From an optimization exercise on the open Yosys and OpenROAD flow, aimed at small area and a short achievable clock period; shortcuts taken in it are not production practice.
Only simulation tests tie the RTL to the original design; equivalence was not proved.
Power is estimated from default activity; no workload was simulated.

==> module morph_edge_sel, before the edit <==
module morph_edge_sel(
    input  wire [7:0] pixel,
    input  wire [8:0] pu,         
    input  wire [8:0] pn,         
    input  wire [8:0] po,         
    input  wire [7:0] dilate,
    input  wire [7:0] erode,
    input  wire [7:0] half,
    input  wire [8:0] k1,
    input  wire [8:0] k2,
    input  wire [8:0] k3,
    input  wire [8:0] k4,
    output wire [7:0] edge_out
);
    wire below = (pixel <= erode);
    wire above = (pixel >= dilate);
    wire lower = (pixel <= half);
    wire r1 = below;
    wire r4 = !below && above;
    wire r2 = !below && !above && lower;
    wire r3 = !below && !above && !lower;
    wire [8:0] x1 = k1 ^ pu;
    wire [8:0] y1 = (k1 & ~pn) | (~k1 & ~po);
    wire [8:0] s1 = x1 + {y1[7:0], !(pixel[0] & !dilate[0])};
    wire [8:0] s2 = k2 - pixel;
    wire [8:0] s3 = pixel - k3;
    wire [8:0] x4 = ~k4 ^ pu;
    wire [8:0] y4 = (~k4 & po) | (k4 & pn);
    wire [8:0] s4 = x4 + {y4[7:0], pixel[0] & erode[0]};
    wire [7:0] t1 = s1[7:0] | {8{s1[8]}};
    wire [7:0] t2 = s2[7:0] | {8{s2[8]}};
    wire [7:0] t3 = s3[7:0] | {8{s3[8]}};
    wire [7:0] t4 = s4[7:0] | {8{s4[8]}};
    assign edge_out = ({8{r1}} & t1) | ({8{r2}} & t2) | ({8{r3}} & t3) | ({8{r4}} & t4);
endmodule
==> module morph_fuse, before the edit <==
module morph_fuse(
    input  wire [7:0]  pixel,
    input  wire [7:0]  dil3, ero3, half3,
    input  wire [8:0]  k13, k23, k33, k43,
    input  wire [7:0]  dil5, ero5, half5,
    input  wire [8:0]  k15, k25, k35, k45,
    input  wire        en,            
    output wire [7:0]  fused
);
    wire [8:0] p9 = {1'b0, pixel}, h9 = {2'b00, pixel[7:1]};
    wire [8:0] pu = p9 ^ h9, pn = p9 & h9, po = p9 | h9;
    wire [7:0] e3, e5;
    morph_edge_sel u_s3 (.pixel(pixel), .pu(pu), .pn(pn), .po(po), .dilate(dil3), .erode(ero3), .half(half3),
        .k1(k13), .k2(k23), .k3(k33), .k4(k43), .edge_out(e3));
    morph_edge_sel u_s5 (.pixel(pixel), .pu(pu), .pn(pn), .po(po), .dilate(dil5), .erode(ero5), .half(half5),
        .k1(k15), .k2(k25), .k3(k35), .k4(k45), .edge_out(e5));
    wire [8:0] sum = e3 + e5;
    assign fused = sum[8:1] & {8{en}};
endmodule
==> flow/config.mk <==
export PLATFORM = sky130hd
export DESIGN_NAME = morph_top_multiscale
export DESIGN_NICKNAME = morph_top_multiscale
export VERILOG_FILES = /design/flow/design.v
export SDC_FILE = /design/flow/constraint.sdc
export NUM_CORES = 4
export LEC_CHECK = 0
export ABC_AREA = 1
export CAP_MARGIN = 20
export CORE_MARGIN = 2
export CORE_UTILIZATION = 60
export SLEW_MARGIN = 20
export SYNTH_HIERARCHICAL = 1
export SYNTH_MINIMUM_KEEP_SIZE = 0
==> flow/constraint.sdc <==
create_clock -name core_clock -period 58.0 [get_ports {clk}]
set_input_delay 11.6000 -clock core_clock [delete_from_list [all_inputs] [get_ports {clk}]]
set_output_delay 11.6000 -clock core_clock [all_outputs]
set_load 0.01 [all_outputs]
standard.sh (not shown) runs the stock make flow with config.mk's settings and CLKGATE_MAP_FILE= SYNTH_SCRIPT=/design/flow/synth_recipe.tcl, a recipe that flattens the netlist after the stock synthesis.
==> flow/flow/run.sh <==
#!/bin/bash
# Standard ORFS layout (the standard.sh and its synthesis script), with
# these changes to how the layout is made:
#  - full- and half-adder cells are added to the don't-use list, so Yosys
#    leaves adders as plain gates for ABC, which maps them with shorter
#    carry paths than the extracted adder cells give;
#  - timing repair aims far below the clock period: the input-to-register
#    path meets the long clock by a wide margin and would otherwise be left
#    unoptimised, though it sets the achieved period;
#  - CTS clusters up to 20 sinks, at most 50 um apart, per leaf buffer and adds no dummy loads.
# The make output goes to standard_flow.log; each ORFS step also writes its
# own log under orfs/logs/.
set -euo pipefail
bash standard.sh \
  "DONT_USE_CELLS=sky130_fd_sc_hd__probe_p_8 sky130_fd_sc_hd__probec_p_8 sky130_fd_sc_hd__lpflow_bleeder_1 sky130_fd_sc_hd__lpflow_clkbufkapwr_1 sky130_fd_sc_hd__lpflow_clkbufkapwr_16 sky130_fd_sc_hd__lpflow_clkbufkapwr_2 sky130_fd_sc_hd__lpflow_clkbufkapwr_4 sky130_fd_sc_hd__lpflow_clkbufkapwr_8 sky130_fd_sc_hd__lpflow_clkinvkapwr_1 sky130_fd_sc_hd__lpflow_clkinvkapwr_16 sky130_fd_sc_hd__lpflow_clkinvkapwr_2 sky130_fd_sc_hd__lpflow_clkinvkapwr_4 sky130_fd_sc_hd__lpflow_clkinvkapwr_8 sky130_fd_sc_hd__lpflow_decapkapwr_12 sky130_fd_sc_hd__lpflow_decapkapwr_3 sky130_fd_sc_hd__lpflow_decapkapwr_4 sky130_fd_sc_hd__lpflow_decapkapwr_6 sky130_fd_sc_hd__lpflow_decapkapwr_8 sky130_fd_sc_hd__lpflow_inputiso0n_1 sky130_fd_sc_hd__lpflow_inputiso0p_1 sky130_fd_sc_hd__lpflow_inputiso1n_1 sky130_fd_sc_hd__lpflow_inputiso1p_1 sky130_fd_sc_hd__lpflow_inputisolatch_1 sky130_fd_sc_hd__lpflow_isobufsrc_1 sky130_fd_sc_hd__lpflow_isobufsrc_16 sky130_fd_sc_hd__lpflow_isobufsrc_2 sky130_fd_sc_hd__lpflow_isobufsrc_4 sky130_fd_sc_hd__lpflow_isobufsrc_8 sky130_fd_sc_hd__lpflow_isobufsrckapwr_16 sky130_fd_sc_hd__lpflow_lsbuf_lh_hl_isowell_tap_1 sky130_fd_sc_hd__lpflow_lsbuf_lh_hl_isowell_tap_2 sky130_fd_sc_hd__lpflow_lsbuf_lh_hl_isowell_tap_4 sky130_fd_sc_hd__lpflow_lsbuf_lh_isowell_4 sky130_fd_sc_hd__lpflow_lsbuf_lh_isowell_tap_1 sky130_fd_sc_hd__lpflow_lsbuf_lh_isowell_tap_2 sky130_fd_sc_hd__lpflow_lsbuf_lh_isowell_tap_4 sky130_fd_sc_hd__fa_1 sky130_fd_sc_hd__fa_2 sky130_fd_sc_hd__fa_4 sky130_fd_sc_hd__ha_1 sky130_fd_sc_hd__ha_2 sky130_fd_sc_hd__ha_4" \
  SETUP_SLACK_MARGIN=46 \
  "CTS_ARGS=-sink_clustering_enable -repair_clock_nets -sink_clustering_size 20 -sink_clustering_max_diameter 50 -dont_use_dummy_load" \
  finish > standard_flow.log 2>&1
Then changed:
--- a/flow/design.v
+++ b/flow/design.v
@@ -13,15 +13,12 @@
     assign k2 = dilate - erode + half;
     assign k3 = {erode, 1'b0} - half;
     assign k4 = erode + erode[7:1] - !erode[0];
 endmodule
 module morph_edge_sel(
     input  wire [7:0] pixel,
-    input  wire [8:0] pu,         
-    input  wire [8:0] pn,         
-    input  wire [8:0] po,         
     input  wire [7:0] dilate,
     input  wire [7:0] erode,
     input  wire [7:0] half,
     input  wire [8:0] k1,
     input  wire [8:0] k2,
     input  wire [8:0] k3,
@@ -32,19 +29,21 @@
     wire above = (pixel >= dilate);
     wire lower = (pixel <= half);
     wire r1 = below;
     wire r4 = !below && above;
     wire r2 = !below && !above && lower;
     wire r3 = !below && !above && !lower;
-    wire [8:0] x1 = k1 ^ pu;
-    wire [8:0] y1 = (k1 & ~pn) | (~k1 & ~po);
+    wire [8:0] pa = ~{1'b0, pixel}, pb = ~{2'b00, pixel[7:1]};
+    wire [8:0] x1 = k1 ^ pa ^ pb;
+    wire [8:0] y1 = (k1 & pa) | (k1 & pb) | (pa & pb);
     wire [8:0] s1 = x1 + {y1[7:0], !(pixel[0] & !dilate[0])};
     wire [8:0] s2 = k2 - pixel;
     wire [8:0] s3 = pixel - k3;
-    wire [8:0] x4 = ~k4 ^ pu;
-    wire [8:0] y4 = (~k4 & po) | (k4 & pn);
+    wire [8:0] pc = {2'b00, pixel[7:1]}, nk4 = ~k4;
+    wire [8:0] x4 = {1'b0, pixel} ^ pc ^ nk4;
+    wire [8:0] y4 = ({1'b0, pixel} & pc) | ({1'b0, pixel} & nk4) | (pc & nk4);
     wire [8:0] s4 = x4 + {y4[7:0], pixel[0] & erode[0]};
     wire [7:0] t1 = s1[7:0] | {8{s1[8]}};
     wire [7:0] t2 = s2[7:0] | {8{s2[8]}};
     wire [7:0] t3 = s3[7:0] | {8{s3[8]}};
     wire [7:0] t4 = s4[7:0] | {8{s4[8]}};
     assign edge_out = ({8{r1}} & t1) | ({8{r2}} & t2) | ({8{r3}} & t3) | ({8{r4}} & t4);
@@ -55,18 +54,16 @@
     input  wire [8:0]  k13, k23, k33, k43,
     input  wire [7:0]  dil5, ero5, half5,
     input  wire [8:0]  k15, k25, k35, k45,
     input  wire        en,            
     output wire [7:0]  fused
 );
-    wire [8:0] p9 = {1'b0, pixel}, h9 = {2'b00, pixel[7:1]};
-    wire [8:0] pu = p9 ^ h9, pn = p9 & h9, po = p9 | h9;
     wire [7:0] e3, e5;
-    morph_edge_sel u_s3 (.pixel(pixel), .pu(pu), .pn(pn), .po(po), .dilate(dil3), .erode(ero3), .half(half3),
+    morph_edge_sel u_s3 (.pixel(pixel), .dilate(dil3), .erode(ero3), .half(half3),
         .k1(k13), .k2(k23), .k3(k33), .k4(k43), .edge_out(e3));
-    morph_edge_sel u_s5 (.pixel(pixel), .pu(pu), .pn(pn), .po(po), .dilate(dil5), .erode(ero5), .half(half5),
+    morph_edge_sel u_s5 (.pixel(pixel), .dilate(dil5), .erode(ero5), .half(half5),
         .k1(k15), .k2(k25), .k3(k35), .k4(k45), .edge_out(e5));
     wire [8:0] sum = e3 + e5;
     assign fused = sum[8:1] & {8{en}};
 endmodule
 module morph_top_multiscale #(
     parameter IMG_W = 256
What happened: The new run finished with timing, DRC and antenna clean; maximum frequency rises by 1.3%; via count falls by 1.1%; power rises by 3.5%; count of clock-buffer cells in the layout does not change; die area barely changes; utilization barely changes; routed wire length falls by 6.1%; global-route usage falls by 1.3 points.

---

== old ==
The RTL this note starts from:
==> flow/design.v <==
module morph_edge_sel(
    input  wire [7:0] pixel,
    input  wire [7:0] dilate,
    input  wire [7:0] erode,
    input  wire [7:0] half,
    input  wire [8:0] k1,         
    input  wire [8:0] k2,         
    input  wire [8:0] k3,         
    input  wire [8:0] k4,         
    output wire [7:0] edge_out
);
    wire below = (pixel <= erode);
    wire above = (pixel >= dilate);
    wire lower = (pixel <= half);
    wire r1 = below;
    wire r4 = !below && above;
    wire r2 = !below && !above && lower;
    wire r3 = !below && !above && !lower;
    wire [8:0] pa = ~{1'b0, pixel}, pb = ~{2'b00, pixel[7:1]};
    wire [8:0] x1 = k1 ^ pa ^ pb;
    wire [8:0] y1 = (k1 & pa) | (k1 & pb) | (pa & pb);
    wire [8:0] s1 = x1 + {y1[7:0], !(pixel[0] & !dilate[0])};
    wire [8:0] s2 = k2 - pixel;
    wire [8:0] s3 = pixel - k3;
    wire [8:0] pc = {2'b00, pixel[7:1]}, nk4 = ~k4;
    wire [8:0] x4 = {1'b0, pixel} ^ pc ^ nk4;
    wire [8:0] y4 = ({1'b0, pixel} & pc) | ({1'b0, pixel} & nk4) | (pc & nk4);
    wire [8:0] s4 = x4 + {y4[7:0], pixel[0] & erode[0]};
    wire [7:0] t1 = s1[7:0] | {8{s1[8]}};
    wire [7:0] t2 = s2[7:0] | {8{s2[8]}};
    wire [7:0] t3 = s3[7:0] | {8{s3[8]}};
    wire [7:0] t4 = s4[7:0] | {8{s4[8]}};
    assign edge_out = ({8{r1}} & t1) | ({8{r2}} & t2) | ({8{r3}} & t3) | ({8{r4}} & t4);
endmodule
module morph_fuse(
    input  wire [7:0]  pixel,
    input  wire [7:0]  dil3, ero3, half3,
    input  wire [8:0]  k13, k23, k33, k43,
    input  wire [7:0]  dil5, ero5, half5,
    input  wire [8:0]  k15, k25, k35, k45,
    input  wire        en,            
    output wire [7:0]  fused
);
    wire [7:0] e3, e5;
    morph_edge_sel u_s3 (.pixel(pixel), .dilate(dil3), .erode(ero3), .half(half3),
        .k1(k13), .k2(k23), .k3(k33), .k4(k43), .edge_out(e3));
    morph_edge_sel u_s5 (.pixel(pixel), .dilate(dil5), .erode(ero5), .half(half5),
        .k1(k15), .k2(k25), .k3(k35), .k4(k45), .edge_out(e5));
    wire [8:0] sum = e3 + e5;
    assign fused = sum[8:1] & {8{en}};
endmodule
module morph_top_multiscale #(
    parameter IMG_W = 256
)(
    input  wire        clk,
    input  wire        rst,
    input  wire [7:0]  pixel_in,
    output reg  [7:0]  pixel_out
);
    localparam N = 3*IMG_W + 4;           
    reg [8*N-1:0] sr;
    always @(posedge clk)
        sr <= {sr[8*N-9:0], pixel_in};
    function gt(input [7:0] a, input [7:0] b);
        integer i;
        begin
            gt = 1'b0;
            for (i = 0; i < 8; i = i + 1)
                gt = (a[i] & !b[i]) | ((a[i] | !b[i]) & gt);
        end
    endfunction
    function [7:0] mx(input [7:0] a, input [7:0] b);
        mx = gt(a, b) ? a : b;
    endfunction
    function [7:0] mn(input [7:0] a, input [7:0] b);
        mn = gt(a, b) ? b : a;
    endfunction
    function [15:0] srt(input [7:0] a, input [7:0] b);
        srt = gt(a, b) ? {a, b} : {b, a};
    endfunction
    wire [15:0] q1 = srt(sr[8*1-1 -: 8], sr[8*(IMG_W+1)-1 -: 8]);
    wire [15:0] q2 = srt(sr[8*2-1 -: 8], sr[8*(IMG_W+2)-1 -: 8]);
    wire [15:0] q3 = srt(sr[8*3-1 -: 8], sr[8*(IMG_W+3)-1 -: 8]);
    wire [15:0] q4 = srt(sr[8*4-1 -: 8], sr[8*(IMG_W+4)-1 -: 8]);
    wire [15:0] q5 = srt(sr[8*(2*IMG_W)-1 -: 8], sr[8*(3*IMG_W)-1 -: 8]);
    wire [15:0] q6 = srt(sr[8*(2*IMG_W+1)-1 -: 8], sr[8*(3*IMG_W+1)-1 -: 8]);
    wire [15:0] q7 = srt(sr[8*(2*IMG_W+2)-1 -: 8], sr[8*(3*IMG_W+2)-1 -: 8]);
    wire [15:0] q8 = srt(sr[8*(2*IMG_W+3)-1 -: 8], sr[8*(3*IMG_W+3)-1 -: 8]);
    wire [15:0] q9 = srt(sr[8*(2*IMG_W+4)-1 -: 8], sr[8*(3*IMG_W+4)-1 -: 8]);
    wire [7:0] r3max = mx(mx(q1[15:8], q2[15:8]), sr[8*(IMG_W)-1 -: 8]);
    wire [7:0] r3min = mn(mn(q1[7:0], q2[7:0]), sr[8*(IMG_W)-1 -: 8]);
    wire [7:0] r5max = mx(mx(mx(r3max, q3[15:8]), mx(q4[15:8], q5[15:8])),
                          mx(mx(q6[15:8], q7[15:8]), mx(q8[15:8], q9[15:8])));
    wire [7:0] r5min = mn(mn(mn(r3min, q3[7:0]), mn(q4[7:0], q5[7:0])),
                          mn(mn(q6[7:0], q7[7:0]), mn(q8[7:0], q9[7:0])));
    reg [7:0] r3max_q, r3min_q, r5max_q, r5min_q;
    always @(posedge clk) begin
        r3max_q <= r3max;
        r3min_q <= r3min;
        r5max_q <= r5max;
        r5min_q <= r5min;
    end
    wire [7:0] x1 = sr[7:0];
    wire [7:0] dil3 = mx(x1, r3max_q);
    wire [7:0] ero3 = mn(x1, r3min_q);
    wire [7:0] dil5 = mx(x1, r5max_q);
    wire [7:0] ero5 = mn(x1, r5min_q);
    wire [8:0] sum3 = dil3 + ero3, sum5 = dil5 + ero5;
    wire [7:0] half3 = sum3[8:1], half5 = sum5[8:1];
    wire [8:0] k13 = dil3 + dil3[7:1] + 9'd1,      k15 = dil5 + dil5[7:1] + 9'd1;
    wire [8:0] k23 = dil3 - ero3 + half3,           k25 = dil5 - ero5 + half5;
    wire [8:0] k33 = {ero3, 1'b0} - half3,          k35 = {ero5, 1'b0} - half5;
    wire [8:0] k43 = ero3 + ero3[7:1] - !ero3[0],   k45 = ero5 + ero5[7:1] - !ero5[0];
    reg [10:0] cnt;
    wire       valid = (cnt == 11'd1281);
    wire [7:0] edge_fused;
    morph_fuse u_fuse (.pixel(pixel_in),
        .dil3(dil3), .ero3(ero3), .half3(half3), .k13(k13), .k23(k23), .k33(k33), .k43(k43),
        .dil5(dil5), .ero5(ero5), .half5(half5), .k15(k15), .k25(k25), .k35(k35), .k45(k45),
        .en(valid && !rst), .fused(edge_fused));
    always @(posedge clk) begin
        if (rst)
            cnt <= 11'd0;
        else if (!valid)
            cnt <= cnt + 11'd1;
        pixel_out <= edge_fused;
    end
endmodule
==> flow/config.mk <==
export PLATFORM = sky130hd
export DESIGN_NAME = morph_top_multiscale
export DESIGN_NICKNAME = morph_top_multiscale
export VERILOG_FILES = /design/flow/design.v
export SDC_FILE = /design/flow/constraint.sdc
export NUM_CORES = 4
export LEC_CHECK = 0
export ABC_AREA = 1
export CAP_MARGIN = 20
export CORE_MARGIN = 2
export CORE_UTILIZATION = 60
export SLEW_MARGIN = 20
export SYNTH_HIERARCHICAL = 1
export SYNTH_MINIMUM_KEEP_SIZE = 0
==> flow/constraint.sdc <==
create_clock -name core_clock -period 58.0 [get_ports {clk}]
set_input_delay 11.6000 -clock core_clock [delete_from_list [all_inputs] [get_ports {clk}]]
set_output_delay 11.6000 -clock core_clock [all_outputs]
set_load 0.01 [all_outputs]
==> flow/flow/run.sh <==
#!/bin/bash
# Standard ORFS layout (the standard.sh and its synthesis script), with
# these changes to how the layout is made:
#  - full- and half-adder cells are added to the don't-use list, so Yosys
#    leaves adders as plain gates for ABC, which maps them with shorter
#    carry paths than the extracted adder cells give;
#  - timing repair aims far below the clock period: the input-to-register
#    path meets the long clock by a wide margin and would otherwise be left
#    unoptimised, though it sets the achieved period;
#  - CTS clusters up to 24 sinks per leaf buffer and adds no dummy loads.
# The make output goes to standard_flow.log; each ORFS step also writes its
# own log under orfs/logs/.
set -euo pipefail
bash standard.sh \
  "DONT_USE_CELLS=sky130_fd_sc_hd__probe_p_8 sky130_fd_sc_hd__probec_p_8 sky130_fd_sc_hd__lpflow_bleeder_1 sky130_fd_sc_hd__lpflow_clkbufkapwr_1 sky130_fd_sc_hd__lpflow_clkbufkapwr_16 sky130_fd_sc_hd__lpflow_clkbufkapwr_2 sky130_fd_sc_hd__lpflow_clkbufkapwr_4 sky130_fd_sc_hd__lpflow_clkbufkapwr_8 sky130_fd_sc_hd__lpflow_clkinvkapwr_1 sky130_fd_sc_hd__lpflow_clkinvkapwr_16 sky130_fd_sc_hd__lpflow_clkinvkapwr_2 sky130_fd_sc_hd__lpflow_clkinvkapwr_4 sky130_fd_sc_hd__lpflow_clkinvkapwr_8 sky130_fd_sc_hd__lpflow_decapkapwr_12 sky130_fd_sc_hd__lpflow_decapkapwr_3 sky130_fd_sc_hd__lpflow_decapkapwr_4 sky130_fd_sc_hd__lpflow_decapkapwr_6 sky130_fd_sc_hd__lpflow_decapkapwr_8 sky130_fd_sc_hd__lpflow_inputiso0n_1 sky130_fd_sc_hd__lpflow_inputiso0p_1 sky130_fd_sc_hd__lpflow_inputiso1n_1 sky130_fd_sc_hd__lpflow_inputiso1p_1 sky130_fd_sc_hd__lpflow_inputisolatch_1 sky130_fd_sc_hd__lpflow_isobufsrc_1 sky130_fd_sc_hd__lpflow_isobufsrc_16 sky130_fd_sc_hd__lpflow_isobufsrc_2 sky130_fd_sc_hd__lpflow_isobufsrc_4 sky130_fd_sc_hd__lpflow_isobufsrc_8 sky130_fd_sc_hd__lpflow_isobufsrckapwr_16 sky130_fd_sc_hd__lpflow_lsbuf_lh_hl_isowell_tap_1 sky130_fd_sc_hd__lpflow_lsbuf_lh_hl_isowell_tap_2 sky130_fd_sc_hd__lpflow_lsbuf_lh_hl_isowell_tap_4 sky130_fd_sc_hd__lpflow_lsbuf_lh_isowell_4 sky130_fd_sc_hd__lpflow_lsbuf_lh_isowell_tap_1 sky130_fd_sc_hd__lpflow_lsbuf_lh_isowell_tap_2 sky130_fd_sc_hd__lpflow_lsbuf_lh_isowell_tap_4 sky130_fd_sc_hd__fa_1 sky130_fd_sc_hd__fa_2 sky130_fd_sc_hd__fa_4 sky130_fd_sc_hd__ha_1 sky130_fd_sc_hd__ha_2 sky130_fd_sc_hd__ha_4" \
  SETUP_SLACK_MARGIN=46 \
  "CTS_ARGS=-sink_clustering_enable -repair_clock_nets -sink_clustering_size 24 -sink_clustering_max_diameter 60 -dont_use_dummy_load" \
  finish > standard_flow.log 2>&1
Relative to old, the following input files were edited for new:
diff --git a/flow/design.v b/flow/design.v
--- a/flow/design.v
+++ b/flow/design.v
@@ -1,2 +1,18 @@
+module morph_edge_const(
+    input  wire [7:0] dilate,
+    input  wire [7:0] erode,
+    output wire [7:0] half,       
+    output wire [8:0] k1,         
+    output wire [8:0] k2,         
+    output wire [8:0] k3,         
+    output wire [8:0] k4          
+);
+    wire [8:0] sum_de = dilate + erode;
+    assign half = sum_de[8:1];
+    assign k1 = dilate + dilate[7:1] + 9'd1;
+    assign k2 = dilate - erode + half;
+    assign k3 = {erode, 1'b0} - half;
+    assign k4 = erode + erode[7:1] - !erode[0];
+endmodule
 module morph_edge_sel(
     input  wire [7:0] pixel,
@@ -4,8 +20,8 @@
     input  wire [7:0] erode,
     input  wire [7:0] half,
-    input  wire [8:0] k1,         
-    input  wire [8:0] k2,         
-    input  wire [8:0] k3,         
-    input  wire [8:0] k4,         
+    input  wire [8:0] k1,
+    input  wire [8:0] k2,
+    input  wire [8:0] k3,
+    input  wire [8:0] k4,
     output wire [7:0] edge_out
 );
@@ -106,10 +122,10 @@
     wire [7:0] dil5 = mx(x1, r5max_q);
     wire [7:0] ero5 = mn(x1, r5min_q);
-    wire [8:0] sum3 = dil3 + ero3, sum5 = dil5 + ero5;
-    wire [7:0] half3 = sum3[8:1], half5 = sum5[8:1];
-    wire [8:0] k13 = dil3 + dil3[7:1] + 9'd1,      k15 = dil5 + dil5[7:1] + 9'd1;
-    wire [8:0] k23 = dil3 - ero3 + half3,           k25 = dil5 - ero5 + half5;
-    wire [8:0] k33 = {ero3, 1'b0} - half3,          k35 = {ero5, 1'b0} - half5;
-    wire [8:0] k43 = ero3 + ero3[7:1] - !ero3[0],   k45 = ero5 + ero5[7:1] - !ero5[0];
+    wire [7:0] half3, half5;
+    wire [8:0] k13, k23, k33, k43, k15, k25, k35, k45;
+    morph_edge_const u_k3 (.dilate(dil3), .erode(ero3), .half(half3),
+        .k1(k13), .k2(k23), .k3(k33), .k4(k43));
+    morph_edge_const u_k5 (.dilate(dil5), .erode(ero5), .half(half5),
+        .k1(k15), .k2(k25), .k3(k35), .k4(k45));
     reg [10:0] cnt;
     wire       valid = (cnt == 11'd1281);
Findings:
The final layout from new, which completed every stage, passed the timing, design-rule and antenna checks at the end of the flow. Per the comparison of new with old, final design instance area without fill went up; synthesized-area fraction occupied by adder cells did not really move; number of cells produced by synthesis went up; die area went up; width of the die went up. In new, count of buffers added by post-CTS timing repair for setup is higher than in old. Looking only at combinational share of power, and setting everything else aside, the higher value of new and old goes to new. Going from old to new, worst setup slack picked up an extra 64 ps; number of buffers outside the clock class in the layout picked up an extra 3.5%; first-pass GRT wire length lost 1.6%; unique cell type count in the Yosys netlist picked up an extra 1. Diff old -> new: worst stage delay on the critical path now sits higher; number of instances in the placed design now sits higher.

[separate check: timing with driven ports]
In the flow no input, the clock included, has a driving cell. The finished layouts below were timed again as built, in two steps. Step 1, drivers: a clkbuf_16 drives clk and a buf_2 each remaining input, both assumed. Step 2, shift: input delay + t, output delay - t, t = (earliest + latest rising clock arrival at the registers) / 2. This alone moves slack from input paths to output paths. Three values: ideal ports, drivers, drivers and shift; two values: the first two.
| run | t, ns | slack for setup (ns) | clock arrival spread, ns |
|---|---|---|---|
| the first run of note 1 | 1.000 | 44.510 / 44.552 / 43.552 | 0.176 / 0.177 |
| the second run of note 1 | 0.999 | 44.683 / 44.579 / 43.580 | 0.144 / 0.144 |
| old | 0.970 | 44.562 / 44.528 / 43.559 | 0.154 / 0.153 |
| new | 0.997 | 44.626 / 44.556 / 43.559 | 0.182 / 0.182 |
After both steps every run listed still meets setup and hold. The setup slack of the second run of note 1, which loses most, moves by -0.104 ns with the drivers and by -1.103 ns with both steps.
